Context: an optimization exercise on an open-source flow, tuned for small area and a short achievable clock period. The choices shown serve that exercise and are no tape-out recipe.
In this exercise RTL edits were held to simulation tests only and were not proved equivalent to the original.
Power and IR drop assume default switching activity.

[flow/run.sh]
#!/bin/bash
# The standard layout flow (standard.sh), with these make variables:
# - SYNTH_ARGS=-noabc: Yosys's synth skips its early abc -fast, so the full
#   adders written out in the RTL reach extract_fa without added inverters
#   (the final abc mapping still runs).
# - SYNTH_OPERATIONS_ARGS=-nofsm: replaces the default Kogge-Stone extra map
#   for $lcu with nothing (-nofsm is already set), so + uses Yosys's own
#   Brent-Kung carry network, which is smaller.
# - BUFFER_PORTS_ARGS: the port buffers are buf_1 cells (repair still upsizes
#   them where timing needs it).
set -e
export FLOW_SIZER_TCL="$PWD/flow/sizer.tcl"
export POST_GLOBAL_ROUTE_TCL="$PWD/flow/post_grt.tcl"
bash standard.sh SYNTH_ARGS=-noabc SYNTH_OPERATIONS_ARGS=-nofsm "BUFFER_PORTS_ARGS=-buffer_cell sky130_fd_sc_hd__buf_1" "CTS_ARGS=-sink_clustering_enable -repair_clock_nets -dont_use_dummy_load" finish > standard.log 2>&1
[flow/post_grt.tcl]
# Runs at the end of ORFS's global route step (POST_GLOBAL_ROUTE_TCL hook):
# resize cells with the greedy sizer in sizer.tcl, then legalize, update the
# global routing and parasitics, and write the route guides again, as ORFS
# does after its own timing repair in this step.
source $::env(FLOW_SIZER_TCL)
sz_run [expr {$::env(FLOW_PERIOD_NS) * 1e-9}] 6 -global_routing
log_cmd global_route -start_incremental
log_cmd detailed_placement
log_cmd global_route -end_incremental
check_placement -verbose
log_cmd estimate_parasitics -global_routing
report_worst_slack -max
report_worst_slack -min
report_design_area
write_guides $::env(RESULTS_DIR)/route.guide
[flow/sizer.tcl]
proc sz_swap {iname m} {
  replace_cell $iname $m
  estimate_parasitics $::sz_est
}
proc sz_cost {} {
  set a [rsz::design_area]
  set w [sta::worst_slack_cmd max]
  return [list [expr {$a * ($::sz_period - $w)}] $a $w]
}
proc sz_ok {} {
  if {[sta::worst_slack_cmd min] < $::sz_hold_floor} { return 0 }
  if {[sta::max_slew_check_slack_limit] < $::sz_slew0} { return 0 }
  if {[sta::max_capacitance_check_slack_limit] < $::sz_cap0} { return 0 }
  return 1
}
proc sz_run {period passes est} {
  set ::sz_period $period
  set ::sz_est $est
  set ::sz_hold_floor 0.1e-9
  # keep max slew and max capacitance at least 20% inside their limits (as
  # ORFS's SLEW_MARGIN and CAP_MARGIN do), or no worse than at the start
  set ::sz_slew0 [expr {min(0.2, [sta::max_slew_check_slack_limit])}]
  set ::sz_cap0 [expr {min(0.2, [sta::max_capacitance_check_slack_limit])}]
  set block [ord::get_db_block]
  set db [ord::get_db]
  # families: master name without the trailing _N drive suffix
  array set fam {}
  foreach lib [$db getLibs] {
    foreach m [$lib getMasters] {
      set n [$m getName]
      if {[regexp {^(sky130_fd_sc_hd__[a-z0-9]+)_([0-9]+)$} $n -> base d]} {
        if {[llength [get_lib_cells -quiet */$n]] == 0} continue
        if {[get_property [get_lib_cells */$n] dont_use]} continue
        lappend fam($base) $n
      }
    }
  }
  set c0 [sz_cost]
  
  for {set p 0} {$p < $passes} {incr p} {
    set changed 0
    foreach inst [$block getInsts] {
      set iname [$inst getName]
      set mname [[$inst getMaster] getName]
      if {[string match "clkbuf_*" $iname] || [string match "clkload*" $iname]} continue
      if {![regexp {^(sky130_fd_sc_hd__[a-z0-9]+)_([0-9]+)$} $mname -> base d]} continue
      if {![info exists fam($base)]} continue
      if {[string match "*tap*" $base] || [string match "*fill*" $base] || [string match "*decap*" $base]} continue
      set best [lindex [sz_cost] 0]
      set bestm $mname
      foreach alt $fam($base) {
        if {$alt eq $mname} continue
        sz_swap $iname $alt
        set c [sz_cost]
        if {[lindex $c 0] < $best * (1 - 1e-5) && [sz_ok]} {
          set best [lindex $c 0]; set bestm $alt
        }
        sz_swap $iname $mname
      }
      if {$bestm ne $mname} { sz_swap $iname $bestm; incr changed }
    }
    set c [sz_cost]
    
    if {$changed == 0} break
  }
}
[standard.sh]
#!/bin/bash
# synth_recipe.tcl (not shown) runs the flow's synth.tcl, then flattens the netlist and writes it again
# the make line also repeats each setting of config.mk as NAME=value (left out here)
make -C /OpenROAD-flow-scripts/flow DESIGN_CONFIG=/design/flow/config.mk WORK_HOME=/design/flow/orfs CLKGATE_MAP_FILE= SYNTH_SCRIPT=/design/flow/synth_recipe.tcl "${@:-finish}"
[config.mk]
export PLATFORM = sky130hd
export DESIGN_NAME = mac
export DESIGN_NICKNAME = mac
export VERILOG_FILES = /design/flow/design.v
export SDC_FILE = /design/flow/constraint.sdc
export NUM_CORES = 4
export LEC_CHECK = 0
export CAP_MARGIN = 20
export CORE_MARGIN = 2
export CORE_UTILIZATION = 40
export SETUP_SLACK_MARGIN = 0.8
export SLEW_MARGIN = 20
[constraint.sdc]
create_clock -name core_clock -period 4.2 [get_ports {clk}]
set_input_delay 0.8400 -clock core_clock [delete_from_list [all_inputs] [get_ports {clk}]]
set_output_delay 0.8400 -clock core_clock [all_outputs]
set_load 0.01 [all_outputs]
[design.v]
module mac(
  input clk,
  input rst,
  input signed [7:0] in_a,
  input signed [7:0] in_b,
  output logic signed [15:0] out);
  logic rst_q;
  logic [15:0] reg_c;
  logic [15:0] row0_d, row0;
  logic [15:0] row1_d, row1;
  wire pp0_0, pp0_1, pp0_2, pp0_3, pp0_4, pp0_5, pp0_6, pp0_7, pp1_0, pp1_1,
       pp1_2, pp1_3, pp1_4, pp1_5, pp1_6, pp1_7, pp2_0, pp2_1, pp2_2, pp2_3,
       pp2_4, pp2_5, pp2_6, pp2_7, pp3_0, pp3_1, pp3_2, pp3_3, pp3_4, pp3_5,
       pp3_6, pp3_7, pp4_0, pp4_1, pp4_2, pp4_3, pp4_4, pp4_5, pp4_6, pp4_7,
       pp5_0, pp5_1, pp5_2, pp5_3, pp5_4, pp5_5, pp5_6, pp5_7, pp6_0, pp6_1,
       pp6_2, pp6_3, pp6_4, pp6_5, pp6_6, pp6_7, pp7_0, pp7_1, pp7_2, pp7_3,
       pp7_4, pp7_5, pp7_6, pp7_7, s1, c1, s2, c2, s3, c3,
       s4, c4, s5, c5, s6, c6, s7, c7, s8, c8,
       s9, c9, s10, c10, s11, c11, s12, c12, s13, c13,
       s14, c14, s15, c15, s16, c16, s17, c17, s18, c18,
       s19, c19, s20, c20, s21, c21, s22, c22, s23, c23,
       s24, c24, s25, c25, s26, c26, s27, c27, s28, c28,
       s29, c29, s30, c30, s31, c31, s32, c32, s33, c33,
       s34, c34, s35, c35, s36, c36, s37, c37, s38, c38,
       s39, c39, s40, c40, s41, c41, s42, c42;
  assign pp0_0 = in_a[0] & in_b[0];
  assign pp0_1 = in_a[0] & in_b[1];
  assign pp0_2 = in_a[0] & in_b[2];
  assign pp0_3 = in_a[0] & in_b[3];
  assign pp0_4 = in_a[0] & in_b[4];
  assign pp0_5 = in_a[0] & in_b[5];
  assign pp0_6 = in_a[0] & in_b[6];
  assign pp0_7 = in_a[0] & in_b[7];
  assign pp1_0 = in_a[1] & in_b[0];
  assign pp1_1 = in_a[1] & in_b[1];
  assign pp1_2 = in_a[1] & in_b[2];
  assign pp1_3 = in_a[1] & in_b[3];
  assign pp1_4 = in_a[1] & in_b[4];
  assign pp1_5 = in_a[1] & in_b[5];
  assign pp1_6 = in_a[1] & in_b[6];
  assign pp1_7 = in_a[1] & in_b[7];
  assign pp2_0 = in_a[2] & in_b[0];
  assign pp2_1 = in_a[2] & in_b[1];
  assign pp2_2 = in_a[2] & in_b[2];
  assign pp2_3 = in_a[2] & in_b[3];
  assign pp2_4 = in_a[2] & in_b[4];
  assign pp2_5 = in_a[2] & in_b[5];
  assign pp2_6 = in_a[2] & in_b[6];
  assign pp2_7 = in_a[2] & in_b[7];
  assign pp3_0 = in_a[3] & in_b[0];
  assign pp3_1 = in_a[3] & in_b[1];
  assign pp3_2 = in_a[3] & in_b[2];
  assign pp3_3 = in_a[3] & in_b[3];
  assign pp3_4 = in_a[3] & in_b[4];
  assign pp3_5 = in_a[3] & in_b[5];
  assign pp3_6 = in_a[3] & in_b[6];
  assign pp3_7 = in_a[3] & in_b[7];
  assign pp4_0 = in_a[4] & in_b[0];
  assign pp4_1 = in_a[4] & in_b[1];
  assign pp4_2 = in_a[4] & in_b[2];
  assign pp4_3 = in_a[4] & in_b[3];
  assign pp4_4 = in_a[4] & in_b[4];
  assign pp4_5 = in_a[4] & in_b[5];
  assign pp4_6 = in_a[4] & in_b[6];
  assign pp4_7 = in_a[4] & in_b[7];
  assign pp5_0 = in_a[5] & in_b[0];
  assign pp5_1 = in_a[5] & in_b[1];
  assign pp5_2 = in_a[5] & in_b[2];
  assign pp5_3 = in_a[5] & in_b[3];
  assign pp5_4 = in_a[5] & in_b[4];
  assign pp5_5 = in_a[5] & in_b[5];
  assign pp5_6 = in_a[5] & in_b[6];
  assign pp5_7 = in_a[5] & in_b[7];
  assign pp6_0 = in_a[6] & in_b[0];
  assign pp6_1 = in_a[6] & in_b[1];
  assign pp6_2 = in_a[6] & in_b[2];
  assign pp6_3 = in_a[6] & in_b[3];
  assign pp6_4 = in_a[6] & in_b[4];
  assign pp6_5 = in_a[6] & in_b[5];
  assign pp6_6 = in_a[6] & in_b[6];
  assign pp6_7 = in_a[6] & in_b[7];
  assign pp7_0 = in_a[7] & in_b[0];
  assign pp7_1 = in_a[7] & in_b[1];
  assign pp7_2 = in_a[7] & in_b[2];
  assign pp7_3 = in_a[7] & in_b[3];
  assign pp7_4 = in_a[7] & in_b[4];
  assign pp7_5 = in_a[7] & in_b[5];
  assign pp7_6 = in_a[7] & in_b[6];
  assign pp7_7 = in_a[7] & in_b[7];
  assign s1 = pp0_2 ^ pp1_1 ^ pp2_0;
  assign c1 = (pp0_2 & pp1_1) | (pp0_2 & pp2_0) | (pp1_1 & pp2_0);
  assign s2 = pp0_3 ^ pp1_2 ^ pp2_1;
  assign c2 = (pp0_3 & pp1_2) | (pp0_3 & pp2_1) | (pp1_2 & pp2_1);
  assign s3 = pp3_0 ^ c1 ^ s2;
  assign c3 = (pp3_0 & c1) | (pp3_0 & s2) | (c1 & s2);
  assign s4 = pp0_4 ^ pp1_3 ^ pp2_2;
  assign c4 = (pp0_4 & pp1_3) | (pp0_4 & pp2_2) | (pp1_3 & pp2_2);
  assign s5 = pp3_1 ^ pp4_0 ^ c2;
  assign c5 = (pp3_1 & pp4_0) | (pp3_1 & c2) | (pp4_0 & c2);
  assign s6 = s4 ^ s5 ^ c3;
  assign c6 = (s4 & s5) | (s4 & c3) | (s5 & c3);
  assign s7 = pp0_5 ^ pp1_4 ^ pp2_3;
  assign c7 = (pp0_5 & pp1_4) | (pp0_5 & pp2_3) | (pp1_4 & pp2_3);
  assign s8 = pp3_2 ^ pp4_1;
  assign c8 = pp3_2 & pp4_1;
  assign s9 = pp5_0 ^ s8 ^ c4;
  assign c9 = (pp5_0 & s8) | (pp5_0 & c4) | (s8 & c4);
  assign s10 = s7 ^ c5 ^ s9;
  assign c10 = (s7 & c5) | (s7 & s9) | (c5 & s9);
  assign s11 = pp0_6 ^ pp1_5 ^ pp2_4;
  assign c11 = (pp0_6 & pp1_5) | (pp0_6 & pp2_4) | (pp1_5 & pp2_4);
  assign s12 = pp3_3 ^ pp4_2 ^ pp5_1;
  assign c12 = (pp3_3 & pp4_2) | (pp3_3 & pp5_1) | (pp4_2 & pp5_1);
  assign s13 = pp6_0 ^ c8 ^ c7;
  assign c13 = (pp6_0 & c8) | (pp6_0 & c7) | (c8 & c7);
  assign s14 = s11 ^ s12 ^ c9;
  assign c14 = (s11 & s12) | (s11 & c9) | (s12 & c9);
  assign s15 = s13 ^ s14 ^ c10;
  assign c15 = (s13 & s14) | (s13 & c10) | (s14 & c10);
  assign s16 = pp0_7 ^ pp1_6 ^ pp2_5;
  assign c16 = (pp0_7 & pp1_6) | (pp0_7 & pp2_5) | (pp1_6 & pp2_5);
  assign s17 = pp3_4 ^ pp4_3;
  assign c17 = pp3_4 & pp4_3;
  assign s18 = pp5_2 ^ pp6_1 ^ pp7_0;
  assign c18 = (pp5_2 & pp6_1) | (pp5_2 & pp7_0) | (pp6_1 & pp7_0);
  assign s19 = s17 ^ c11 ^ c12;
  assign c19 = (s17 & c11) | (s17 & c12) | (c11 & c12);
  assign s20 = s16 ^ s18 ^ c13;
  assign c20 = (s16 & s18) | (s16 & c13) | (s18 & c13);
  assign s21 = s19 ^ c14 ^ s20;
  assign c21 = (s19 & c14) | (s19 & s20) | (c14 & s20);
  assign s22 = pp1_7 ^ pp2_6 ^ pp3_5;
  assign c22 = (pp1_7 & pp2_6) | (pp1_7 & pp3_5) | (pp2_6 & pp3_5);
  assign s23 = pp4_4 ^ pp5_3;
  assign c23 = pp4_4 & pp5_3;
  assign s24 = pp6_2 ^ pp7_1 ^ c17;
  assign c24 = (pp6_2 & pp7_1) | (pp6_2 & c17) | (pp7_1 & c17);
  assign s25 = s23 ^ c16 ^ c18;
  assign c25 = (s23 & c16) | (s23 & c18) | (c16 & c18);
  assign s26 = s22 ^ s24 ^ c19;
  assign c26 = (s22 & s24) | (s22 & c19) | (s24 & c19);
  assign s27 = s25 ^ c20 ^ s26;
  assign c27 = (s25 & c20) | (s25 & s26) | (c20 & s26);
  assign s28 = pp2_7 ^ pp3_6 ^ pp4_5;
  assign c28 = (pp2_7 & pp3_6) | (pp2_7 & pp4_5) | (pp3_6 & pp4_5);
  assign s29 = pp5_4 ^ pp6_3 ^ pp7_2;
  assign c29 = (pp5_4 & pp6_3) | (pp5_4 & pp7_2) | (pp6_3 & pp7_2);
  assign s30 = c23 ^ c22 ^ s28;
  assign c30 = (c23 & c22) | (c23 & s28) | (c22 & s28);
  assign s31 = s29 ^ c24 ^ c25;
  assign c31 = (s29 & c24) | (s29 & c25) | (c24 & c25);
  assign s32 = s30 ^ c26 ^ s31;
  assign c32 = (s30 & c26) | (s30 & s31) | (c26 & s31);
  assign s33 = pp3_7 ^ pp4_6 ^ pp5_5;
  assign c33 = (pp3_7 & pp4_6) | (pp3_7 & pp5_5) | (pp4_6 & pp5_5);
  assign s34 = pp6_4 ^ pp7_3 ^ c28;
  assign c34 = (pp6_4 & pp7_3) | (pp6_4 & c28) | (pp7_3 & c28);
  assign s35 = c29 ^ s33 ^ s34;
  assign c35 = (c29 & s33) | (c29 & s34) | (s33 & s34);
  assign s36 = c30 ^ c31 ^ s35;
  assign c36 = (c30 & c31) | (c30 & s35) | (c31 & s35);
  assign s37 = pp4_7 ^ pp5_6 ^ pp6_5;
  assign c37 = (pp4_7 & pp5_6) | (pp4_7 & pp6_5) | (pp5_6 & pp6_5);
  assign s38 = pp7_4 ^ c33 ^ s37;
  assign c38 = (pp7_4 & c33) | (pp7_4 & s37) | (c33 & s37);
  assign s39 = c34 ^ s38 ^ c35;
  assign c39 = (c34 & s38) | (c34 & c35) | (s38 & c35);
  assign s40 = pp5_7 ^ pp6_6 ^ pp7_5;
  assign c40 = (pp5_7 & pp6_6) | (pp5_7 & pp7_5) | (pp6_6 & pp7_5);
  assign s41 = c37 ^ s40 ^ c38;
  assign c41 = (c37 & s40) | (c37 & c38) | (s40 & c38);
  assign s42 = pp6_7 ^ pp7_6 ^ c40;
  assign c42 = (pp6_7 & pp7_6) | (pp6_7 & c40) | (pp7_6 & c40);
  assign row0_d = {1'b0, pp7_7, s42, s41, s39, c32, c27, c21, c15, s15, c6, s6, s3, s1, pp0_1, pp0_0};
  assign row1_d = {1'b0, c42, c41, c39, c36, s36, s32, s27, s21, 1'b0, s10, 1'b0, 1'b0, 1'b0, pp1_0, 1'b0};
  always @(posedge clk) begin
    row0 <= row0_d;
    row1 <= row1_d;
    rst_q <= rst;
    if (rst || rst_q)
      reg_c <= 16'h0000;
    else
      reg_c <= reg_c + row0 + row1;
  end
  assign out = reg_c;
endmodule
==> summary.txt, run 1 <==
status - no timing/DRC/antenna violations
initial antenna violation count - 0
switching pwr - 0.630 mW
IO Pins - 34
Die Area - 8060 sq um
Hold Startpoint - reg_c[15]
worst reg2reg path depth - 10
CTS tree - done
Post-synth EDFFs - 0
WP data required - 4.37 ns
Die Span Y - 89.8 um
worst stage delay on the critical path - 0.53 ns
max-cap violations - 0
GRT overflow - 0
CTS resizes - 0
register area share after synthesis - 28.6%
Final min period - 2.91 ns
number of buffers created by CTS - 5
CTS H-Tree Depth - 2
post-DP HPWL - 4.22 mm
routability cong. - 0.761
CTS Root Cell - clkbuf_8
Arr. time, crit path - 3.08 ns
Hold Crit Class - reg -> reg
register bit total from synthesis - 42
# port buffers - 33
first-pass GRT wire length - 8.64 mm
setup bufs post-CTS - 0
IR drop worst, VDD - 0.202 mV
top-area cell type share of the netlist area - 38.1%
Synth Instances - 233
clock skew - 0.00732 ns
PwrDens - 511 nW/um^2
drt drc - 0
DRT antenna net count - 0
Critical Path Sink Type - flip-flop
R2R setup slack - 1.44 ns
final setup violation count - 0
Initial Utilization - 41.0%
CP dominant cell by count - fa_1
GRT met2 Usage - 19.9%
r2r startpoint - reg_c[1]
fin crit share - 69.2%
Vias - 1677
worst slew pin tran - 0.624 ns
Mean Syn Cell Area - 12.6 sq um
WL final - 4.94 mm
met3 Use GR - 2.26%
layout cells sized above 1 - 5.56%
Top Usage Layer GRT - met2
combinational share of power - 52.0%
num rows - 31
Sum Neg Setup Slack - 0 ns
crit-path cells - buf_1 -> and2_1 -> fa_1 -> fa_1 -> fa_1 -> fa_1
Fmax achieved - 344 MHz
first-pass detailed-route iteration total - 4
leakage power - 1.42 nW
top cells by area, synth - fa_1 38%, dfxtp_1 29%, and2_1 16%, ha_1 8.9%, xnor2_1 2.1%
total core area - 7180 sq um
list of most frequent post-synthesis cells - 73 x and2_1, 56 x fa_1, 42 x dfxtp_1
GR Util met1 - 19.9%
Buf+Inv Stages, Crit Path - 1
Hold Crit Depth - 2
post-synthesis cell type count - 22
GRT Overall Usage - 13.3%
clk buf depth - 2
Sw Ratio - 37.7%
Int Power - 1.04 mW
Worst R2R End - reg_c[15]
Final Util - 45.6%
CP Class - in -> reg
post-synthesis net count - 328
Crit path max-delay family - adder cells
clk slew on worst S/H paths - 0.07 ns
slowest CP cell - fa_1
critical path startpoint category - input pin
mean number of vias per cell - 4.54
count leader, synth - and2_1
Clock Latency Late Sink - 0.28 ns
Synth Flop Type - dfxtp_1
pin count of the biggest net entering global routing - 14
Max-slew headroom - 58.3%
DIE WIDTH - 89.8 um
Async SR Flop Fraction - 0%
Final Hold Fails - 0
Area growth, synth to finish - 11.2%
Flop pwr share - 34.6%
Syn Std Cell Area - 2940 sq um
Synth Warn # - 1
maximum fanout along the worst path - 8
Post-CTS Hold Buffers - 0
1st-iter DRT viols - 18
Hold Path Sink - reg_c[15]
clock network power share - 13.3%
Synth area leader - fa_1
final net count - 367
Avg WL per Cell - 13.4 um
Sink Count - 42
Slew Limit Fails - 0
diode count - 0
vias in the first global route - 1757
-- area by class of cell --
type / instances / area (sq um)
Multi-Input combinational cell: 189 / 2110
Fill cell: 692 / 3900
Timing Repair Buffer: 33 / 124
Clock buffer: 5 / 68.8
Sequential cell: 42 / 842
Tap cell: 99 / 124
Inverter: 1 / 3.75
-- cell usage in the layout (no fill, tap or decap) --
cell and count:
xor2_2 1, xnor2_1 7, a211oi_2 1, nand2_1 3, buf_1 33, a31o_2 1
inv_1 1, a32oi_1 1, a211oi_1 1, and2_1 73, nor3_1 1, or2_4 1
nor2_1 11, o21ai_0 2, a21oi_1 2, dfxtp_2 1, o211ai_1 2, o2111ai_2 1
a21o_1 3, clkbuf_8 5, dfxtp_1 41, fa_1 52, ha_1 21, o21ai_1 1
fa_2 4
-- metrics by stage --
step / total power [mW] / hold WS (ns) / cells / setup WS (ns) / area (sq um)
after detailed placement: 1.46 / 0.524 / 364 / 0.962 / 3190
final: 1.67 / 0.535 / 369 / 1.29 / 3270
after CTS: 1.70 / 0.539 / 369 / 1.28 / 3250
after global placement: 1.45 / 0.497 / 364 / 0.974 / 3190
after floorplan: 1.27 / 0.516 / 233 / 1.23 / 2940
-- power groups by stage --
stage | clock network, mW | logic [mW] | registers, mW
after floorplan | 0 | 0.680 | 0.594
after global placement | 0 | 0.857 | 0.589
after detailed placement | 0 | 0.873 | 0.590
after CTS | 0.235 | 0.882 | 0.582
final | 0.223 | 0.870 | 0.579
-- registers in the layout, summed over array words and instances (netlist names) --
signal	cells
reg_c	16
row0	15
row1	10
rst_q	1
-- tightest hold or removal path, cell delays in order (launching register included) --
cell     delay [ns]
dfxtp_1        0.35
xnor2_1        0.08
nor2_1         0.07
-- worst max path at each step --
stage,endpoint,start,cells after the start
6_report,row1[9],in_a[0],6
2_1_floorplan,row1[8],in_a[0],5
3_5_place_dp,row1[8],in_a[3],6
4_1_cts,row1[8],in_a[3],6
3_3_place_gp,row1[8],in_a[3],6
-- per-layer routing --
layer  share of wire (%)  up-vias
li1                    -      818
met1                  52      829
met2                  44       26
met3                 2.8        4
met4                0.99        0
met5                   0        -
-- cells by family after synthesis --
| logic type | count (synthesis) | synth area share (%) |
|---|---|---|
| AND/OR/NAND/NOR | 89 | 17.7 |
| adder cells (fa/ha/maj) | 77 | 47.0 |
| flip-flops | 42 | 28.6 |
| XOR/XNOR | 8 | 2.38 |
| AO/OA/AOI/OAI | 15 | 4.04 |
| buffers and inverters | 2 | 0.255 |
==> run 2: changes to the inputs <==
--- a/config.mk
+++ b/config.mk
@@ -9,4 +9,4 @@
 export CORE_MARGIN = 2
 export CORE_UTILIZATION = 40
-export SETUP_SLACK_MARGIN = 0.8
+export SETUP_SLACK_MARGIN = 1.1
 export SLEW_MARGIN = 20
==> run 2 against run 1 <==
Compared with the run above:
- synthesized cell count unchanged
- largest cell class unchanged
- utilization unchanged
- critical endpoint unchanged
- still clean
- hold slack unchanged
==> summary.txt, run 2 <==
status - no timing/DRC/antenna violations
Clock Latency Late Sink - 0.28 ns (about the same)
IR drop worst, VDD - 0.202 mV (unchanged)
DRT antenna net count - 0 (unchanged)
clock network power share - 13.3% (about the same)
most frequent cells in the layout - 73 x and2_1, 52 x fa_1, 41 x dfxtp_1
Hold Crit Class - reg -> reg
max-cap violations - 0 (unchanged)
post-synthesis net count - 328 (unchanged)
Avg WL per Cell - 13.4 um (unchanged)
GRT overflow - 0 (unchanged)
Biggest register - reg_c
DIE WIDTH - 89.8 um (unchanged)
pin count of the biggest net entering global routing - 14 (unchanged)
Final min period - 2.91 ns (unchanged)
post-route cell area - 3270 sq um (unchanged)
Sink Count - 42 (unchanged)
Synth Instances - 233 (unchanged)
WP data required - 4.37 ns (about the same)
layout cells sized above 1 - 5.56% (unchanged)
Int Power - 1.04 mW (unchanged)
num rows - 31 (unchanged)
Flop pwr share - 34.6% (about the same)
max FFs per register - 16 (unchanged)
clock skew - 0.00732 ns (unchanged)
PwrDens - 511 nW/um^2 (unchanged)
Synth Warn # - 1 (unchanged)
Post-CTS Hold Buffers - 0 (unchanged)
Vias - 1677 (unchanged)
Mean Syn Cell Area - 12.6 sq um (unchanged)
post-synthesis cell type count - 22 (unchanged)
routability cong. - 0.761 (unchanged)
Async SR Flop Fraction - 0% (unchanged)
final net count - 367 (unchanged)
Arr. time, crit path - 3.08 ns (about the same)
initial antenna violation count - 0 (unchanged)
CTS H-Tree Depth - 2 (unchanged)
Synth Flop Type - dfxtp_1
Critical Path Sink Type - flip-flop
# port buffers - 33 (unchanged)
Post-synth EDFFs - 0 (unchanged)
WL final - 4.94 mm (unchanged)
hold_ws - 0.535 ns (unchanged)
Final Hold Fails - 0 (unchanged)
Final Util - 45.6% (unchanged)
CTS Root Cell - clkbuf_8
CP Class - in -> reg
leakage power - 1.42 nW (unchanged)
vias in the first global route - 1757 (unchanged)
Area growth, synth to finish - 11.2% (unchanged)
diode count - 0 (unchanged)
GRT Overall Usage - 13.3% (unchanged)
first-pass detailed-route iteration total - 4 (unchanged)
drt drc - 0 (unchanged)
Initial Utilization - 41.0% (unchanged)
Fmax achieved - 344 MHz (unchanged)
Syn Std Cell Area - 2940 sq um (unchanged)
setup bufs post-CTS - 0 (unchanged)
maximum fanout along the worst path - 8 (unchanged)
Slew Limit Fails - 0 (unchanged)
top-area cell type share of the netlist area - 38.1% (unchanged)
CTS resizes - 0 (unchanged)
critical path startpoint category - input pin
register area share after synthesis - 28.6% (unchanged)
total core area - 7180 sq um (unchanged)
first-pass GRT wire length - 8.64 mm (unchanged)
CTS tree - done
list of most frequent post-synthesis cells - 73 x and2_1, 56 x fa_1, 42 x dfxtp_1
top cells by area, synth - fa_1 38%, dfxtp_1 29%, and2_1 16%, ha_1 8.9%, xnor2_1 2.1%
combinational share of power - 52.0% (about the same)
Sw Ratio - 37.7% (unchanged)
register bit total from synthesis - 42 (unchanged)
Die Area - 8060 sq um (unchanged)
Die Span Y - 89.8 um (unchanged)
clk buf depth - 2 (unchanged)
final setup violation count - 0 (unchanged)
Max-slew headroom - 58.3% (unchanged)
number of buffers created by CTS - 5 (unchanged)
worst slew pin tran - 0.624 ns (unchanged)
fin crit share - 69.2% (unchanged)
clk slew on worst S/H paths - 0.07 ns (about the same)
placed instance area - 3190 sq um (unchanged)
count leader, synth - and2_1
IO Pins - 34 (unchanged)
Sum Neg Setup Slack - 0 ns (unchanged)
Layout Cells excl Fill - 369 (unchanged)
switching pwr - 0.630 mW (unchanged)
placed insts - 364 (unchanged)
commonest non-fill, non-tap cell in the layout - and2_1
Synth area leader - fa_1
1st-iter DRT viols - 18 (unchanged)
mean number of vias per cell - 4.54 (unchanged)
post-DP HPWL - 4.22 mm (unchanged)
Top Registers - reg_c (16), row0 (15), row1 (10)
run 2: final timing paths:
check            start   endpoint  slack [ns]  cells after the start
min          reg_c[15]  reg_c[15]        0.53                      2
max reg2reg   reg_c[1]  reg_c[15]        1.44                     10
max            in_a[0]    row1[9]        1.29                      6
min reg2reg  reg_c[15]  reg_c[15]        0.53                      2
run 2: per-stage QoR:
stage	power [mW]	worst slack, ns
after floorplan	1.27	1.23
after global placement	1.45	0.974
after detailed placement	1.46	0.962
after CTS	1.70	1.28
final	1.67	1.29
run 2: kinds of logic (layout without fill, tap and decap cells):
group | Yosys count | in the layout | share of synthesized area, %
compound gates | 15 | 15 | 4.04
xor+xnor | 8 | 8 | 2.38
fa+ha+maj | 77 | 77 | 47.0
buf+inv | 2 | 39 | 0.255
flops | 42 | 42 | 28.6
simple gates | 89 | 89 | 17.7
run 2: area by class of cell:
type | count | area [sq um]
fill | 692 | 3900
multi-input combinational | 189 | 2110
sequential | 42 | 842
timing repair buffer | 33 | 124
tap | 99 | 124
clock buffer | 5 | 68.8
inverter | 1 | 3.75
run 2: metal layers:
layer,vias up,part of all wire (%),global-route usage (%)
met1,829,52,19.9
met5,-,0,0
li1,818,-,-
met3,4,2.8,2.26
met2,26,44,19.9
met4,0,0.99,4.23
run 2: critical path, cell delays in order:
cell,delay (ns)
buf_1,0.15
and2_1,0.21
fa_1,0.48
fa_1,0.46
fa_1,0.53
fa_1,0.40
run 2: power by group through the flow:
| stage | registers, mW | logic [mW] | clock network, mW |
|---|---|---|---|
| CTS | 0.582 | 0.882 | 0.235 |
| finish | 0.579 | 0.870 | 0.223 |
| detailed placement | 0.590 | 0.873 | 0 |
| floorplan | 0.594 | 0.680 | 0 |
| global placement | 0.589 | 0.857 | 0 |
==> run 3: changes to the inputs <==
--- a/flow/run.sh
+++ b/flow/run.sh
@@ -11,4 +11,5 @@
 set -e
 export FLOW_SIZER_TCL="$PWD/flow/sizer.tcl"
+export FLOW_PINS_TCL="$PWD/flow/pins.tcl"
 export POST_GLOBAL_ROUTE_TCL="$PWD/flow/post_grt.tcl"
 bash standard.sh SYNTH_ARGS=-noabc SYNTH_OPERATIONS_ARGS=-nofsm "BUFFER_PORTS_ARGS=-buffer_cell sky130_fd_sc_hd__buf_1" "CTS_ARGS=-sink_clustering_enable -repair_clock_nets -dont_use_dummy_load" finish > standard.log 2>&1
==> flow/pins.tcl (new file) <==
proc sz_setpins {inst pins nets} {
  foreach p $pins n $nets {
    set it [$inst findITerm $p]
    $it disconnect
  }
  foreach p $pins n $nets {
    set it [$inst findITerm $p]
    $it connect $n
  }
  estimate_parasitics $::sz_est
}
proc sz_perms {l} {
  if {[llength $l] <= 1} { return [list $l] }
  set out {}
  foreach x $l {
    set rest [lsearch -all -inline -not -exact $l $x]
    foreach p [sz_perms $rest] { lappend out [concat [list $x] $p] }
  }
  return $out
}
proc sz_pin_run {period passes est} {
  set ::sz_period $period
  set ::sz_est $est
  set ::sz_hold_floor 0.1e-9
  set ::sz_slew0 [expr {min(0.2, [sta::max_slew_check_slack_limit])}]
  set ::sz_cap0 [expr {min(0.2, [sta::max_capacitance_check_slack_limit])}]
  set block [ord::get_db_block]
  puts "pins: start [sz_cost]"
  for {set p 0} {$p < $passes} {incr p} {
    set changed 0
    foreach inst [$block getInsts] {
      set m [[$inst getMaster] getName]
      if {[string match "sky130_fd_sc_hd__fa_*" $m]} {
        set pins {A B CIN}
      } elseif {[string match "sky130_fd_sc_hd__ha_*" $m]} {
        set pins {A B}
      } else continue
      set nets {}
      foreach pn $pins { lappend nets [[$inst findITerm $pn] getNet] }
      if {[lsearch $nets "NULL"] >= 0} continue
      set best [lindex [sz_cost] 0]; set bestn $nets
      foreach perm [lrange [sz_perms $nets] 1 end] {
        sz_setpins $inst $pins $perm
        set c [sz_cost]
        if {[lindex $c 0] < $best * (1 - 1e-5) && [sz_ok]} { set best [lindex $c 0]; set bestn $perm }
      }
      sz_setpins $inst $pins $bestn
      if {$bestn ne $nets} { incr changed }
    }
    puts "pins: pass $p changed $changed [sz_cost]"
    if {$changed == 0} break
  }
}
==> flow/post_grt.tcl (replaced) <==
source $::env(FLOW_SIZER_TCL)
source $::env(FLOW_PINS_TCL)
set period [expr {$::env(FLOW_PERIOD_NS) * 1e-9}]
log_cmd global_route -start_incremental
sz_pin_run $period 3 -global_routing
sz_run $period 4 -global_routing
sz_pin_run $period 2 -global_routing
log_cmd detailed_placement
log_cmd global_route -end_incremental
check_placement -verbose
log_cmd estimate_parasitics -global_routing
report_worst_slack -max
report_worst_slack -min
report_design_area
write_guides $::env(RESULTS_DIR)/route.guide
--- a/config.mk
+++ b/config.mk
@@ -9,4 +9,4 @@
 export CORE_MARGIN = 2
 export CORE_UTILIZATION = 40
-export SETUP_SLACK_MARGIN = 1.1
+export SETUP_SLACK_MARGIN = 1.4
 export SLEW_MARGIN = 20
==> run 3 against run 2 <==
Compared with the run above:
- still clean on timing, DRC and antenna
- synthesized area stayed put
- critical path depth stayed put
- first-iteration DRC count is 61% higher
- non-clock buffer count stayed put
- cell area is 3.3% higher
- critical path type unchanged
- largest cell class unchanged
==> summary.txt, run 3 <==
CTS H-Tree Depth - 2 (unchanged)
Top Registers - reg_c (16), row0 (15), row1 (10)
clk slew on worst S/H paths - 0.07 ns (about the same)
final worst slack - 1.41 ns (+0.118 ns)
Critical Path Sink Type - flip-flop
worst setup path start - in_a[3]
final net count - 367 (unchanged)
top cells by area, synth - fa_1 38%, dfxtp_1 29%, and2_1 16%, ha_1 8.9%, xnor2_1 2.1%
Post-synth EDFFs - 0 (unchanged)
Avg WL per Cell - 14.4 um (+7.6%)
DIE WIDTH - 89.8 um (unchanged)
placed insts - 364 (unchanged)
first-pass GRT wire length - 9.22 mm (+6.7%)
multi-input logic area - 2200 sq um (+4.3%)
Sum Neg Setup Slack - 0 ns (unchanged)
pin count of the biggest net entering global routing - 14 (unchanged)
first-pass detailed-route iteration total - 4 (unchanged)
WL final - 5.32 mm (+7.6%)
final setup violation count - 0 (unchanged)
drt drc - 0 (unchanged)
r2r startpoint - row1[1]
post-DP HPWL - 4.40 mm (+4.2%)
Syn Std Cell Area - 2940 sq um (unchanged)
PwrDens - 521 nW/um^2 (+2.0%)
Synth Warn # - 1 (unchanged)
Hold Startpoint - reg_c[15]
post-synthesis cell type count - 22 (unchanged)
vias in the first global route - 1849 (+5.2%)
CP Class - in -> reg
CTS tree - done
max-cap violations - 0 (unchanged)
Final min period - 2.79 ns (-0.118 ns)
fin crit share - 66.4% (-2.8 points)
Top Usage Layer GRT - met2
WP data required - 4.36 ns (about the same)
Arr. time, crit path - 2.95 ns (-0.13 ns)
Post-CTS Hold Buffers - 0 (unchanged)
Max-slew headroom - 60.6% (+2.3 points)
total core area - 7180 sq um (unchanged)
Biggest register - reg_c
leakage power - 1.45 nW (+2.0%)
status - no timing/DRC/antenna violations
GR Util met1 - 20.9% (+1.0 points)
GRT Overall Usage - 14.3% (+0.97 points)
FF/Latch Area - 842 sq um (unchanged)
DRT antenna net count - 0 (unchanged)
max FFs per register - 16 (unchanged)
Filler Cells Inserted - 674 (-2.6%)
GRT met2 Usage - 21.8% (+2.0 points)
Mean Syn Cell Area - 12.6 sq um (unchanged)
Synth area leader - fa_1
commonest non-fill, non-tap cell in the layout - and2_1
Die Span Y - 89.8 um (unchanged)
Hold Crit Class - reg -> reg
worst slew pin tran - 0.588 ns (-0.0351 ns)
Async SR Flop Fraction - 0% (unchanged)
Hold Crit Depth - 2 (unchanged)
GRT overflow - 0 (unchanged)
Die Area - 8060 sq um (unchanged)
number of buffers created by CTS - 5 (unchanged)
worst reg2reg path depth - 10 (unchanged)
post-synthesis net count - 328 (unchanged)
Final Hold Fails - 0 (unchanged)
IR drop worst, VDD - 0.162 mV (-20%)
IO Pins - 34 (unchanged)
Area growth, synth to finish - 14.8%
layout cells sized above 1 - 16.7% (+11 points)
routability cong. - 0.811 (+6.5%)
Synth Flop Type - dfxtp_1
# port buffers - 33 (unchanged)
clk buf depth - 2 (unchanged)
CTS Root Cell - clkbuf_8
critical path startpoint category - input pin
register area share after synthesis - 28.6% (unchanged)
clock skew - 0.0119 ns (+0.00453 ns)
maximum fanout along the worst path - 8 (unchanged)
pre-CTS setup slack - 0.990 ns (+0.0281 ns)
Clock Latency Late Sink - 0.28 ns (about the same)
1st-iter DRT viols - 29 (+11)
Final Util - 47.1% (+1.5 points)
mean number of vias per cell - 4.68 (+2.9%)
count leader, synth - and2_1
R2R setup slack - 1.56 ns (+0.12 ns)
num rows - 31 (unchanged)
top-area cell type share of the netlist area - 38.1% (unchanged)
Synth Instances - 233 (unchanged)
Fmax achieved - 359 MHz (+4.2%)
CTS resizes - 13 (+13)
most frequent cells in the layout - 73 x and2_1, 45 x fa_1, 41 x dfxtp_1
diode count - 0 (unchanged)
Initial Utilization - 41.0% (unchanged)
list of most frequent post-synthesis cells - 73 x and2_1, 56 x fa_1, 42 x dfxtp_1
Sink Count - 42 (unchanged)
setup bufs post-CTS - 0 (unchanged)
initial antenna violation count - 0 (unchanged)
met3 Use GR - 2.35% (+0.084 points)
register bit total from synthesis - 42 (unchanged)
Vias - 1726 (+2.9%)
hold_ws - 0.516 ns (-0.0185 ns)
Layout Cells excl Fill - 369 (unchanged)
Slew Limit Fails - 0 (unchanged)
## run 3: worst max-delay path, cell delays in order
cell and delay, ns:
buf_2 0.14, and2_1 0.19, fa_2 0.40, fa_2 0.40, fa_1 0.56, fa_1 0.42
## run 3: area by class of cell
type | instances | area share (%)
inverters | 1 | 0.111
repair buffers | 33 | 4.15
well taps | 99 | 3.67
flip-flops and latches | 42 | 24.9
multi-input cells | 189 | 65.1
clock buffers | 5 | 2.04
## run 3: worst paths after layout
check                    to
setup / recovery    row1[8]
setup reg to reg  reg_c[15]
hold reg to reg   reg_c[15]
hold / removal    reg_c[15]
## run 3: through the flow
step / instance area (sq um) / total power [mW]
final: 3380 / 1.76
after CTS: 3310 / 1.72
after detailed placement: 3220 / 1.48
after global placement: 3220 / 1.45
after floorplan: 2970 / 1.28
## run 3: logic make-up (layout without fill, tap and decap cells)
kind of cell,Yosys count,count (layout),share of synthesized area (%)
flops,42,42,28.6
compound gates,15,15,4.04
fa+ha+maj,77,77,47.0
simple gates,89,89,17.7
buf+inv,2,39,0.255
xor+xnor,8,8,2.38
## run 3: routing by layer
layer | share of wire [%] | vias to the layer above
met2 | 46 | 30
met5 | 0 | -
met3 | 3.1 | 4
met4 | 1.1 | 0
li1 | - | 820
met1 | 49 | 872
## run 3: power by group
group / internal (mW) / switching [mW] / total [mW]
sequential: 0.513 / 0.0639 / 0.577
combinational: 0.464 / 0.496 / 0.960
clock: 0.107 / 0.115 / 0.222
==> run 4: changes to the inputs <==
--- a/config.mk
+++ b/config.mk
@@ -11,2 +11,3 @@
 export SETUP_SLACK_MARGIN = 1.4
 export SLEW_MARGIN = 20
+export TNS_END_PERCENT = 30
==> run 4 against run 3 <==
Compared with the run above:
- still clean
- sequential share of layout area is 0.20 points higher
- die area stayed put
- global-route usage is 0.78 points lower
- total power is 3.3% lower
- sequential power hardly changed
- flip-flop and latch count stayed put
- synthesized area stayed put
- synthesized cell count stayed put
- critical endpoint unchanged
- largest power group unchanged
==> summary.txt, run 4 <==
status - no timing/DRC/antenna violations
slowest CP cell - fa_1
worst setup path start - in_b[1]
XOR/XNOR share of the synthesized area - 2.38% (unchanged)
Synth Instances - 233 (unchanged)
number of buffers created by CTS - 5 (unchanged)
Synth Area in Adders - 47.0% (unchanged)
pin count of the biggest net entering global routing - 14 (unchanged)
CTS resizes - 11 (-2)
post-route cell area - 3350 sq um (-0.78%)
DIE WIDTH - 89.8 um (unchanged)
layout cells sized above 1 - 15.2% (-1.5 points)
fin crit share - 65.7% (-0.68 points)
max FFs per register - 16 (unchanged)
DRT antenna net count - 0 (unchanged)
clk buf depth - 2 (unchanged)
post-DP HPWL - 4.28 mm (-2.9%)
GRT met2 Usage - 19.3% (-2.5 points)
num rows - 31 (unchanged)
CTS tree - done
total core area - 7180 sq um (unchanged)
Layout Cells excl Fill - 369 (unchanged)
Top Usage Layer GRT - met1
WP data required - 4.37 ns (about the same)
Fmax achieved - 362 MHz (+1.0%)
final setup violation count - 0 (unchanged)
Avg WL per Cell - 13.5 um (-6.4%)
vias in the first global route - 1695 (-8.3%)
simple-gate share of the synthesized area - 17.7% (unchanged)
# port buffers - 33 (unchanged)
Synth area leader - fa_1
CTS H-Tree Depth - 2 (unchanged)
IO Pins - 34 (unchanged)
worst stage delay on the critical path - 0.57 ns (about the same)
Synth Flop Type - dfxtp_1
R2R setup slack - 1.53 ns (-0.03 ns)
GRT Overall Usage - 13.5% (-0.78 points)
final net count - 367 (unchanged)
Hold Crit Class - reg -> reg
met3 Use GR - 2.51% (+0.17 points)
critical path startpoint category - input pin
Vias - 1674 (-3.0%)
Sum Neg Setup Slack - 0 ns (unchanged)
WL final - 4.98 mm (-6.4%)
crit-path cells - buf_1 -> and2_1 -> fa_2 -> fa_2 -> fa_1 -> fa_1
first-pass detailed-route iteration total - 4 (unchanged)
Top Registers - reg_c (16), row0 (15), row1 (10)
GRT overflow - 0 (unchanged)
Initial Utilization - 41.0% (unchanged)
register bit total from synthesis - 42 (unchanged)
max-cap violations - 0 (unchanged)
CTS Root Cell - clkbuf_8
CP Class - in -> reg
Final Hold Fails - 0 (unchanged)
placed instance area - 3210 sq um (-0.23%)
top cells by area, synth - fa_1 38%, dfxtp_1 29%, and2_1 16%, ha_1 8.9%, xnor2_1 2.1%
register area share after synthesis - 28.6% (unchanged)
Syn Std Cell Area - 2940 sq um (unchanged)
drt drc - 0 (unchanged)
routability cong. - 0.776 (-4.3%)
Critical Path Sink Type - flip-flop
clk slew on worst S/H paths - 0.08 ns (about the same)
r2r startpoint - reg_c[1]
Slew Limit Fails - 0 (unchanged)
clock skew - 0.0179 ns (+0.00606 ns)
leakage power - 1.45 nW (about the same)
Mean Syn Cell Area - 12.6 sq um (unchanged)
Die Area - 8060 sq um (unchanged)
first-pass GRT wire length - 8.56 mm (-7.1%)
Post-CTS Hold Buffers - 0 (unchanged)
post-synthesis mux area share - 0% (unchanged)
IR drop worst, VDD - 0.163 mV (+0.69%)
Total Power - 1.70 mW (-3.3%)
Sink Count - 42 (unchanged)
Arr. time, crit path - 2.93 ns (-0.02 ns)
Async SR Flop Fraction - 0% (unchanged)
mean number of vias per cell - 4.54 (-3.0%)
most frequent cells in the layout - 70 x and2_1, 43 x fa_1, 41 x dfxtp_1
post-synthesis net count - 328 (unchanged)
largest family of logic cells by synthesized area - adder cells
count leader, synth - and2_1
diode count - 0 (unchanged)
Hold Startpoint - reg_c[15]
placed insts - 364 (unchanged)
Final min period - 2.76 ns (-0.0286 ns)
Post-synth EDFFs - 0 (unchanged)
commonest non-fill, non-tap cell in the layout - and2_1
post-synthesis cell type count - 22 (unchanged)
PwrDens - 508 nW/um^2 (-2.5%)
multi-input logic area - 2160 sq um (-1.9%)
Area growth, synth to finish - 14.0%
Filler Cells Inserted - 684 (+1.5%)
worst slew pin tran - 0.587 ns (-0.00173 ns)
Biggest register - reg_c
top-area cell type share of the netlist area - 38.1% (unchanged)
1st-iter DRT viols - 14 (-52%)
Synth Warn # - 1 (unchanged)
setup bufs post-CTS - 0 (unchanged)
maximum fanout along the worst path - 8 (unchanged)
GR Util met1 - 20.5% (-0.44 points)
post-synthesis compound-gate area fraction - 4.04% (unchanged)
Clock Latency Late Sink - 0.29 ns (about the same)
FF/Latch Area - 842 sq um (unchanged)
Max-slew headroom - 60.7% (+0.12 points)
Die Span Y - 89.8 um (unchanged)
initial antenna violation count - 0 (unchanged)
list of most frequent post-synthesis cells - 73 x and2_1, 56 x fa_1, 42 x dfxtp_1
[run 4: cell type report]
type | instances | share of cell area (%)
tap | 99 | 3.70
inverter | 1 | 0.112
clock buffer | 5 | 2.05
multi-input combinational | 189 | 64.4
timing repair buffer | 33 | 4.67
sequential | 42 | 25.1
[run 4: metal layers]
layer	up-vias	wire [um]
li1	817	-
met2	25	2200
met5	-	0
met4	0	85
met1	825	2550
met3	7	135
[run 4: worst paths after layout]
check              end  cells past startpoint
min          reg_c[15]                      2
min reg2reg  reg_c[15]                      2
max reg2reg  reg_c[15]                     10
max            row1[8]                      6
[run 4: kinds of logic (layout without fill, tap and decap cells)]
kind of cell,after synthesis,count (layout)
AO/OA/AOI/OAI,15,15
adder cells (fa/ha/maj),77,77
XOR/XNOR,8,8
buffers and inverters,2,39
flip-flops,42,42
AND/OR/NAND/NOR,89,89
[run 4: where the power goes]
group | switching [mW] | internal (mW) | leakage, nW
clock | 0.117 | 0.107 | 0.0359
sequential | 0.0650 | 0.513 | 0.349
combinational | 0.463 | 0.436 | 1.06
total | 0.645 | 1.06 | 1.45
[run 4: per-stage QoR]
stage | utilization [%] | worst slack (ns) | hold slack, ns
3_3_place_gp | 44.7 | 1.02 | 0.497
2_1_floorplan | - | 1.31 | 0.516
4_1_cts | 46.1 | 1.39 | 0.552
3_5_place_dp | 44.7 | 0.994 | 0.536
6_report | 46.7 | 1.44 | 0.541
[run 4: critical path, delay by kind of cell]
| family | cells | cell delay [ns] |
|---|---|---|
| adders and majority gates | 4 | 1.72 |
| buffers and inverters | 1 | 0.16 |
| and+or+nand+nor | 1 | 0.20 |
==> run 5: changes to the inputs <==
--- a/flow/run.sh
+++ b/flow/run.sh
@@ -12,4 +12,5 @@
 export FLOW_SIZER_TCL="$PWD/flow/sizer.tcl"
 export FLOW_PINS_TCL="$PWD/flow/pins.tcl"
+export POST_RESIZE_TCL="$PWD/flow/post_resize.tcl"
 export POST_GLOBAL_ROUTE_TCL="$PWD/flow/post_grt.tcl"
 bash standard.sh SYNTH_ARGS=-noabc SYNTH_OPERATIONS_ARGS=-nofsm "BUFFER_PORTS_ARGS=-buffer_cell sky130_fd_sc_hd__buf_1" "CTS_ARGS=-sink_clustering_enable -repair_clock_nets -dont_use_dummy_load" finish > standard.log 2>&1
==> flow/post_resize.tcl (new file) <==
# Runs at the end of ORFS's placement resize step (POST_RESIZE_TCL hook),
# before clock tree synthesis and its timing repair: permute the inputs of
# full and half adders (pins.tcl) on placement parasitics, so that the later
# repairs start from the better pin assignment. Cells do not move.
source $::env(FLOW_SIZER_TCL)
source $::env(FLOW_PINS_TCL)
log_cmd estimate_parasitics -placement
sz_pin_run [expr {$::env(FLOW_PERIOD_NS) * 1e-9}] 3 -placement
report_worst_slack -max
--- a/config.mk
+++ b/config.mk
@@ -9,5 +9,5 @@
 export CORE_MARGIN = 2
 export CORE_UTILIZATION = 40
-export SETUP_SLACK_MARGIN = 1.4
+export SETUP_SLACK_MARGIN = 1.5
 export SLEW_MARGIN = 20
 export TNS_END_PERCENT = 30
==> run 5 against run 4 <==
Compared with the run above:
- still clean
- sequential share of layout area down 0.47 points
- sequential power up 0.7%
- cell area up 1.9%
- maximum frequency up 1.7%
- die area unchanged
- synthesized area unchanged
- synthesized cell count unchanged
- register-to-register slack better by 0.05 ns
- wire length up 4.9%
- flip-flop and latch count unchanged
- largest power group unchanged
==> summary.txt, run 5 <==
maximum fanout along the worst path - 8 (unchanged)
initial antenna violation count - 0 (unchanged)
drt drc - 0 (unchanged)
status - no timing/DRC/antenna violations
Synth area leader - fa_1
Layout Cells excl Fill - 372 (+0.81%)
Synth Warn # - 1 (unchanged)
placed insts - 364 (unchanged)
WP data required - 4.37 ns (about the same)
DRT antenna net count - 0 (unchanged)
final net count - 370 (+0.82%)
Sink Count - 42 (unchanged)
most frequent cells in the layout - 66 x and2_1, 41 x dfxtp_1, 40 x fa_1
Clock Latency Late Sink - 0.29 ns (about the same)
Die Area - 8060 sq um (unchanged)
slowest CP cell - fa_1
Int Power - 1.09 mW (+3.1%)
diode count - 0 (unchanged)
worst slew pin tran - 0.607 ns (+0.0199 ns)
WL final - 5.22 mm (+4.9%)
clk slew on worst S/H paths - 0.07 ns (about the same)
max-cap violations - 0 (unchanged)
leakage power - 1.46 nW (+0.49%)
crit-path cells - buf_4 -> and2_1 -> fa_2 -> fa_1 -> fa_1 -> fa_1
Critical Path Sink Type - flip-flop
post-synthesis cell type count - 22 (unchanged)
final setup violation count - 0 (unchanged)
PwrDens - 518 nW/um^2 (+2.0%)
Post-CTS Hold Buffers - 0 (unchanged)
first-pass detailed-route iteration total - 2 (-2)
Slew Limit Fails - 0 (unchanged)
Mean Syn Cell Area - 12.6 sq um (unchanged)
clock skew - 0.0112 ns (-0.00672 ns)
vias in the first global route - 1837 (+8.4%)
Final min period - 2.71 ns (-0.0463 ns)
Arr. time, crit path - 2.88 ns (-0.05 ns)
layout cells sized above 1 - 19.8% (+4.6 points)
Async SR Flop Fraction - 0% (unchanged)
Synth Instances - 233 (unchanged)
Avg WL per Cell - 14.0 um (+4.1%)
combinational share of power - 54.2% (+1.4 points)
commonest non-fill, non-tap cell in the layout - and2_1
CTS resizes - 25 (+14)
1st-iter DRT viols - 24 (+10)
max FFs per register - 16 (unchanged)
Max-slew headroom - 59.4% (-1.3 points)
number of buffers created by CTS - 5 (unchanged)
# port buffers - 33 (unchanged)
Die Span Y - 89.8 um (unchanged)
GRT overflow - 0 (unchanged)
Post-synth EDFFs - 0 (unchanged)
Crit path max-delay family - adder cells
Top Registers - reg_c (16), row0 (15), row1 (10)
CP dominant cell by count - fa_1
routability cong. - 0.745 (-3.9%)
Sum Neg Setup Slack - 0 ns (unchanged)
post-route cell area - 3420 sq um (+1.9%)
placed instance area - 3220 sq um (+0.39%)
top-area cell type share of the netlist area - 38.1% (unchanged)
Flop pwr share - 32.9% (-1.1 points)
Hold Crit Class - reg -> reg
first-pass GRT wire length - 8.98 mm (+4.8%)
Vias - 1689 (+0.90%)
DIE WIDTH - 89.8 um (unchanged)
post-synthesis net count - 328 (unchanged)
hold_ws - 0.523 ns (-0.0180 ns)
fin crit share - 64.6% (-1.1 points)
mean number of vias per cell - 4.54 (about the same)
Buf+Inv Stages, Crit Path - 1 (unchanged)
total core area - 7180 sq um (unchanged)
setup bufs post-CTS - 1 (+1)
pin count of the biggest net entering global routing - 14 (unchanged)
register bit total from synthesis - 42 (unchanged)
Biggest register - reg_c
clk buf depth - 2 (unchanged)
worst stage delay on the critical path - 0.51 ns (-0.06 ns)
IR drop worst, VDD - 0.157 mV (-4.2%)
post-DP HPWL - 4.32 mm (+0.98%)
Final Hold Fails - 0 (unchanged)
switching pwr - 0.679 mW (+5.3%)
IO Pins - 34 (unchanged)
Sw Ratio - 38.4% (+0.49 points)
register area share after synthesis - 28.6% (unchanged)
CP Class - in -> reg
CTS tree - done
CTS Root Cell - clkbuf_8
Fmax achieved - 369 MHz (+1.7%)
critical path startpoint category - input pin
num rows - 31 (unchanged)
count leader, synth - and2_1
list of most frequent post-synthesis cells - 73 x and2_1, 56 x fa_1, 42 x dfxtp_1
Syn Std Cell Area - 2940 sq um (unchanged)
CTS H-Tree Depth - 2 (unchanged)
GRT Overall Usage - 14.0% (+0.48 points)
top cells by area, synth - fa_1 38%, dfxtp_1 29%, and2_1 16%, ha_1 8.9%, xnor2_1 2.1%
Initial Utilization - 41.0% (unchanged)
Synth Flop Type - dfxtp_1
clock network power share - 12.9% (-0.3 points)
Area growth, synth to finish - 16.1%
[run 5: path summary, 6_finish.rpt]
kind	from	depth (start not counted)	to	slack, ns
worst min register to register	reg_c[15]	2	reg_c[15]	0.52
worst max-delay path	in_b[5]	6	row1[10]	1.49
worst min-delay path	reg_c[15]	2	reg_c[15]	0.52
worst max register to register	reg_c[7]	9	reg_c[15]	1.58
[run 5: cell type report]
| class | instances | area, sq um |
|---|---|---|
| inverter | 1 | 3.75 |
| multi-input combinational | 189 | 2210 |
| tap | 99 | 124 |
| clock buffer | 5 | 68.8 |
| sequential | 42 | 842 |
| timing repair buffer | 36 | 171 |
| fill | 679 | 3760 |
[run 5: routing by layer]
layer / part of all wire, % / global-route usage, % / vias up
met5: 0 / 0 / -
met4: 1.5 / 4.49 / 0
met3: 2.7 / 2.60 / 5
met2: 45 / 21.9 / 28
met1: 51 / 19.8 / 834
li1: - / - / 822
[run 5: logic make-up (layout without fill, tap and decap cells)]
family | after synthesis | count (layout) | synth area share (%)
simple gates | 89 | 89 | 17.7
fa+ha+maj | 77 | 77 | 47.0
flops | 42 | 42 | 28.6
compound gates | 15 | 15 | 4.04
xor+xnor | 8 | 8 | 2.38
buf+inv | 2 | 42 | 0.255
[run 5: per-stage QoR]
| stage | total power, mW | worst slack, ns | util [%] |
|---|---|---|---|
| after floorplan | 1.28 | 1.31 | - |
| after global placement | 1.45 | 1.08 | 44.9 |
| after detailed placement | 1.48 | 1.04 | 44.9 |
| after CTS | 1.77 | 1.46 | 47.1 |
| final | 1.77 | 1.49 | 47.6 |
[run 5: worst reg2reg max path, stage by stage, from the launching register on]
cell and delay, ns:
dfxtp_1 0.34, fa_1 0.54, ha_2 0.30, a21o_1 0.20
o2111ai_2 0.24, a32oi_2 0.16, fa_2 0.38, xor2_2 0.19
xnor2_1 0.13, nor2_1 0.05
[run 5: power by group through the flow]
stage                     sequential [mW]  combinational (mW)  clock (mW)
after floorplan                     0.594               0.687           0
after global placement              0.590               0.863           0
after detailed placement            0.592               0.883           0
after CTS                           0.583               0.953       0.236
final                               0.582               0.959       0.228
==> run 6: changes to the inputs <==
--- a/config.mk
+++ b/config.mk
@@ -9,5 +9,5 @@
 export CORE_MARGIN = 2
 export CORE_UTILIZATION = 40
-export SETUP_SLACK_MARGIN = 1.5
+export SETUP_SLACK_MARGIN = 1.3
 export SLEW_MARGIN = 20
 export TNS_END_PERCENT = 30
==> run 6 against run 5 <==
Compared with the run above:
- first-iteration DRC count is 29% higher
- cell area is 3.4% lower
- setup slack worse by 0.14 ns
- critical endpoint is now row1[9]
==> summary.txt, run 6 <==
Clock Latency Late Sink - 0.28 ns (about the same)
initial antenna violation count - 0 (unchanged)
Top Registers - reg_c (16), row0 (15), row1 (10)
Max-slew headroom - 56.0% (-3.4 points)
drt drc - 0 (unchanged)
met3 WL - 168 um (+19%)
GRT Overall Usage - 14.0% (about the same)
first-pass GRT wire length - 8.88 mm (-1.1%)
num rows - 31 (unchanged)
first-pass detailed-route iteration total - 4 (+2)
max FFs per register - 16 (unchanged)
Hold Crit Class - reg -> reg
Synth area leader - fa_1
Slew Limit Fails - 0 (unchanged)
worst slew pin tran - 0.657 ns (+0.0503 ns)
setup bufs post-CTS - 0 (-1)
Fmax achieved - 351 MHz (-4.8%)
top-area cell type share of the netlist area - 38.1% (unchanged)
clk buf depth - 2 (unchanged)
vias in the first global route - 1758 (-4.3%)
DIE WIDTH - 89.8 um (unchanged)
R2R setup slack - 1.50 ns (-0.08 ns)
clk slew on worst S/H paths - 0.07 ns (about the same)
total core area - 7180 sq um (unchanged)
Synth Flop Type - dfxtp_1
GRT overflow - 0 (unchanged)
critical path startpoint category - input pin
Avg WL per Cell - 14.2 um (+1.4%)
fin crit share - 67.9% (+3.3 points)
DRT antenna net count - 0 (unchanged)
# port buffers - 33 (unchanged)
Sum Neg Setup Slack - 0 ns (unchanged)
Total Power - 1.72 mW (-2.6%)
IO Pins - 34 (unchanged)
post-synthesis net count - 328 (unchanged)
leakage power - 1.45 nW (-0.70%)
clock skew - 0.0114 ns (+0.000251 ns)
Synth Instances - 233 (unchanged)
register bit total from synthesis - 42 (unchanged)
post-synthesis cell type count - 22 (unchanged)
hold_ws - 0.532 ns (+0.00935 ns)
PwrDens - 522 nW/um^2 (+0.81%)
Async SR Flop Fraction - 0% (unchanged)
Initial Utilization - 41.0% (unchanged)
WP data required - 4.35 ns (-0.02 ns)
Syn Std Cell Area - 2940 sq um (unchanged)
met1 WL - 2.64 mm (unchanged)
count leader, synth - and2_1
Arr. time, crit path - 3.01 ns (+0.13 ns)
CP Class - in -> reg
Die Span Y - 89.8 um (unchanged)
post-DP HPWL - 4.28 mm (-0.75%)
CTS Root Cell - clkbuf_8
pin count of the biggest net entering global routing - 14 (unchanged)
Mean Syn Cell Area - 12.6 sq um (unchanged)
most frequent cells in the layout - 72 x and2_1, 53 x fa_1, 42 x dfxtp_1
CTS tree - done
max-cap violations - 0 (unchanged)
mean number of vias per cell - 4.57 (+0.57%)
status - no timing/DRC/antenna violations
met2 wire len - 2.39 mm (+1.1%)
IR drop worst, VDD - 0.168 mV (+7.6%)
diode count - 0 (unchanged)
Vias - 1685 (-0.24%)
1st-iter DRT viols - 31 (+29%)
Biggest register - reg_c
Synth Warn # - 1 (unchanged)
routability cong. - 0.797 (+6.9%)
CTS resizes - 0 (-100%)
Sink Count - 42 (unchanged)
maximum fanout along the worst path - 8 (unchanged)
Post-CTS Hold Buffers - 0 (unchanged)
post-route cell area - 3300 sq um (-3.4%)
Final min period - 2.85 ns (+0.138 ns)
final net count - 367 (-0.81%)
Area growth, synth to finish - 12.2%
top cells by area, synth - fa_1 38%, dfxtp_1 29%, and2_1 16%, ha_1 8.9%, xnor2_1 2.1%
number of buffers created by CTS - 5 (unchanged)
WL final - 5.25 mm (+0.59%)
Final Hold Fails - 0 (unchanged)
final setup violation count - 0 (unchanged)
CTS H-Tree Depth - 2 (unchanged)
register area share after synthesis - 28.6% (unchanged)
Critical Path Sink Type - flip-flop
Post-synth EDFFs - 0 (unchanged)
Die Area - 8060 sq um (unchanged)
layout cells sized above 1 - 8.89% (-11 points)
commonest non-fill, non-tap cell in the layout - and2_1
placed instance area - 3190 sq um (-0.93%)
highest routed layer - met4
list of most frequent post-synthesis cells - 73 x and2_1, 56 x fa_1, 42 x dfxtp_1
==> run 6: cell counts after synthesis <==
Identical to the previous run, type by type.
==> run 6: worst paths after layout <==
check                    to       from  cells past startpoint
setup / recovery    row1[9]    in_b[5]                      6
hold / removal    reg_c[15]  reg_c[15]                      2
setup reg to reg  reg_c[15]    row1[1]                     10
hold reg to reg   reg_c[15]  reg_c[15]                      2
==> run 6: critical path, stage by stage <==
cell and delay [ns]:
buf_1 0.16, and2_1 0.21, fa_1 0.45, fa_1 0.42
fa_1 0.51, fa_1 0.41
==> run 6: power by group <==
group,internal (mW),total (mW),switching [mW]
sequential,0.513,0.580,0.0668
combinational,0.445,0.918,0.473
clock,0.107,0.225,0.118
==> run 6: cell type report <==
| type | instances | area, sq um |
|---|---|---|
| flip-flops and latches | 42 | 841 |
| fillers | 688 | 3870 |
| repair buffers | 33 | 131 |
| clock buffers | 5 | 68.8 |
| well taps | 99 | 124 |
| inverters | 1 | 3.75 |
| multi-input cells | 189 | 2130 |
==> run 6: through the flow <==
stage,setup WS [ns],std cells,util [%]
after floorplan,1.27,233,-
after global placement,0.955,364,44.5
final,1.35,369,46.0
after CTS,1.32,369,45.4
after detailed placement,1.00,364,44.5
==> run 6: metal layers <==
layer / global-route usage [%] / up-vias
met2: 21.5 / 35
met4: 4.23 / 0
met3: 2.51 / 4
met5: 0 / -
li1: - / 824
met1: 20.4 / 822
==> run 6: cells by family (layout without fill, tap and decap cells) <==
group           count (synthesis)  in the layout  synth area share, %
xor+xnor                        8              8                 2.38
fa+ha+maj                      77             77                 47.0
simple gates                   89             89                 17.7
compound gates                 15             15                 4.04
flops                          42             42                 28.6
buf+inv                         2             39                0.255
==> run 7: changes to the inputs <==
--- a/config.mk
+++ b/config.mk
@@ -9,5 +9,5 @@
 export CORE_MARGIN = 2
 export CORE_UTILIZATION = 40
-export SETUP_SLACK_MARGIN = 1.3
+export SETUP_SLACK_MARGIN = 1.4
 export SLEW_MARGIN = 20
 export TNS_END_PERCENT = 30
==> run 7 against run 6 <==
Compared with the run above:
- still clean
- register-to-register slack improved by 0.05 ns
- cell area rose by 0.72%
- synthesized cell count did not move
- synthesized area did not move
- clock-buffer cell count did not move
- sequential share of layout area fell by 0.14 points
- clock power barely moved
- global-route usage fell by 0.67 points
- setup slack improved by 0.075 ns
- flip-flop and latch count did not move
- maximum frequency rose by 2.7%
- total power fell by 1.0%
==> summary.txt, run 7 <==
register area share after synthesis - 28.6% (unchanged)
vias in the first global route - 1698 (-3.4%)
Initial Utilization - 41.0% (unchanged)
CTS resizes - 10 (+10)
diode count - 0 (unchanged)
Post-synth EDFFs - 0 (unchanged)
GR Util met1 - 20.0% (-0.44 points)
commonest non-fill, non-tap cell in the layout - and2_1
Arr. time, crit path - 2.95 ns (-0.06 ns)
CTS tree - done
max-cap violations - 0 (unchanged)
clock skew - 0.0153 ns (+0.00389 ns)
Mean Syn Cell Area - 12.6 sq um (unchanged)
CTS H-Tree Depth - 2 (unchanged)
GRT overflow - 0 (unchanged)
Synth area leader - fa_1
Synth Warn # - 1 (unchanged)
routability cong. - 0.776 (-2.6%)
count leader, synth - and2_1
Area growth, synth to finish - 13.0%
Fmax achieved - 360 MHz (+2.7%)
IO Pins - 34 (unchanged)
num rows - 31 (unchanged)
Max-slew headroom - 60.5% (+4.4 points)
Worst R2R End - reg_c[15]
fin crit share - 66.1% (-1.8 points)
CTS Root Cell - clkbuf_8
mean number of vias per cell - 4.54 (-0.65%)
worst slew pin tran - 0.591 ns (-0.0665 ns)
PwrDens - 513 nW/um^2 (-1.7%)
drt drc - 0 (unchanged)
IR drop worst, VDD - 0.170 mV (+0.90%)
DIE WIDTH - 89.8 um (unchanged)
met3 Use GR - 2.51% (unchanged)
r2r startpoint - row0[1]
Final Hold Fails - 0 (unchanged)
post-DP HPWL - 4.26 mm (-0.47%)
Clock Latency Late Sink - 0.29 ns (about the same)
layout cells sized above 1 - 13.3% (+4.4 points)
setup bufs post-CTS - 0 (unchanged)
WL final - 4.96 mm (-5.7%)
Top Registers - reg_c (16), row0 (15), row1 (10)
final setup violation count - 0 (unchanged)
final net count - 367 (unchanged)
Synth Flop Type - dfxtp_1
top cells by area, synth - fa_1 38%, dfxtp_1 29%, and2_1 16%, ha_1 8.9%, xnor2_1 2.1%
Sink Count - 42 (unchanged)
Syn Std Cell Area - 2940 sq um (unchanged)
Async SR Flop Fraction - 0% (unchanged)
WP data required - 4.37 ns (+0.02 ns)
worst reg2reg path depth - 10 (unchanged)
Hold Path Sink - reg_c[15]
first-pass GRT wire length - 8.46 mm (-4.7%)
Hold Crit Depth - 2 (unchanged)
list of most frequent post-synthesis cells - 73 x and2_1, 56 x fa_1, 42 x dfxtp_1
CP Class - in -> reg
most frequent cells in the layout - 73 x and2_1, 43 x fa_1, 41 x dfxtp_1
leakage power - 1.43 nW (-0.92%)
first-pass detailed-route iteration total - 4 (unchanged)
Biggest register - reg_c
total core area - 7180 sq um (unchanged)
Synth Instances - 233 (unchanged)
status - no timing/DRC/antenna violations
Hold Crit Class - reg -> reg
R2R setup slack - 1.55 ns (+0.05 ns)
# port buffers - 33 (unchanged)
GRT Overall Usage - 13.3% (-0.67 points)
clk buf depth - 2 (unchanged)
initial antenna violation count - 0 (unchanged)
max FFs per register - 16 (unchanged)
clk slew on worst S/H paths - 0.08 ns (about the same)
DRT antenna net count - 0 (unchanged)
post-synthesis cell type count - 22 (unchanged)
Top Usage Layer GRT - met1
Slew Limit Fails - 0 (unchanged)
final worst slack - 1.42 ns (+0.0750 ns)
Avg WL per Cell - 13.4 um (-5.7%)
Hold Startpoint - reg_c[15]
Post-CTS Hold Buffers - 0 (unchanged)
GRT met2 Usage - 19.3% (-2.2 points)
Sum Neg Setup Slack - 0 ns (unchanged)
1st-iter DRT viols - 16 (-48%)
pin count of the biggest net entering global routing - 14 (unchanged)
Vias - 1674 (-0.65%)
hold_ws - 0.541 ns (+0.00940 ns)
top-area cell type share of the netlist area - 38.1% (unchanged)
Final min period - 2.78 ns (-0.0750 ns)
Die Span Y - 89.8 um (unchanged)
pre-CTS setup slack - 0.999 ns (-0.00128 ns)
maximum fanout along the worst path - 8 (unchanged)
post-synthesis net count - 328 (unchanged)
Critical Path Sink Type - flip-flop
register bit total from synthesis - 42 (unchanged)
Die Area - 8060 sq um (unchanged)
critical path startpoint category - input pin
number of buffers created by CTS - 5 (unchanged)
run 7: area by class of cell:
type                       instances  area (sq um)
fill                             695          3850
multi-input combinational        189          2150
sequential                        42           842
timing repair buffer              33           134
tap                               99           124
clock buffer                       5          68.8
inverter                           1          3.75
run 7: report_power, final:
part | switching (mW) | internal (mW) | leakage [nW] | total, mW
Combinational | 0.466 | 0.436 | 1.05 | 0.902
Clock | 0.117 | 0.107 | 0.0359 | 0.224
Sequential | 0.0652 | 0.514 | 0.349 | 0.579
run 7: logic make-up (layout without fill, tap and decap cells):
group / after synthesis / after routing / synth area share, %
DFF: 42 / 42 / 28.6
buffers and inverters: 2 / 39 / 0.255
adders and majority gates: 77 / 77 / 47.0
xor gates and xnor gates: 8 / 8 / 2.38
and+or+nand+nor: 89 / 89 / 17.7
AOI/OAI and AO/OA: 15 / 15 / 4.04
run 7: worst max-delay path by stage:
stage	start	endpoint	slack, ns	cells after the start
detailed placement	in_a[4]	row1[10]	1.0	6
CTS	in_a[0]	row1[8]	1.39	6
global placement	in_a[3]	row1[8]	1.02	6
finish	in_b[7]	row1[10]	1.42	6
floorplan	in_b[7]	row1[10]	1.31	5
run 7: critical path, stage by stage:
cell and delay [ns]:
buf_2 0.14, and2_1 0.18, fa_2 0.39, fa_1 0.46, fa_1 0.52, fa_1 0.40
run 7: routing by layer:
layer	share of wire, %	up-vias
met5	0	-
li1	-	818
met3	3.3	7
met2	44	31
met4	1.7	0
met1	51	818
run 7: per-stage QoR:
| stage | power, mW | area, sq um | instances | util (%) |
|---|---|---|---|---|
| after floorplan | 1.28 | 2960 | 233 | - |
| after global placement | 1.45 | 3210 | 364 | 44.7 |
| after detailed placement | 1.47 | 3210 | 364 | 44.7 |
| after CTS | 1.72 | 3310 | 369 | 46.1 |
| final | 1.71 | 3320 | 369 | 46.3 |

Setup slack of run 7, layout unchanged: 1.424 ns with ideal ports, 1.433 ns with driving cells assumed (clock clkbuf_16, inputs buf_2), 1.124 ns with port delays also shifted by the 0.309 ns mid clock arrival.
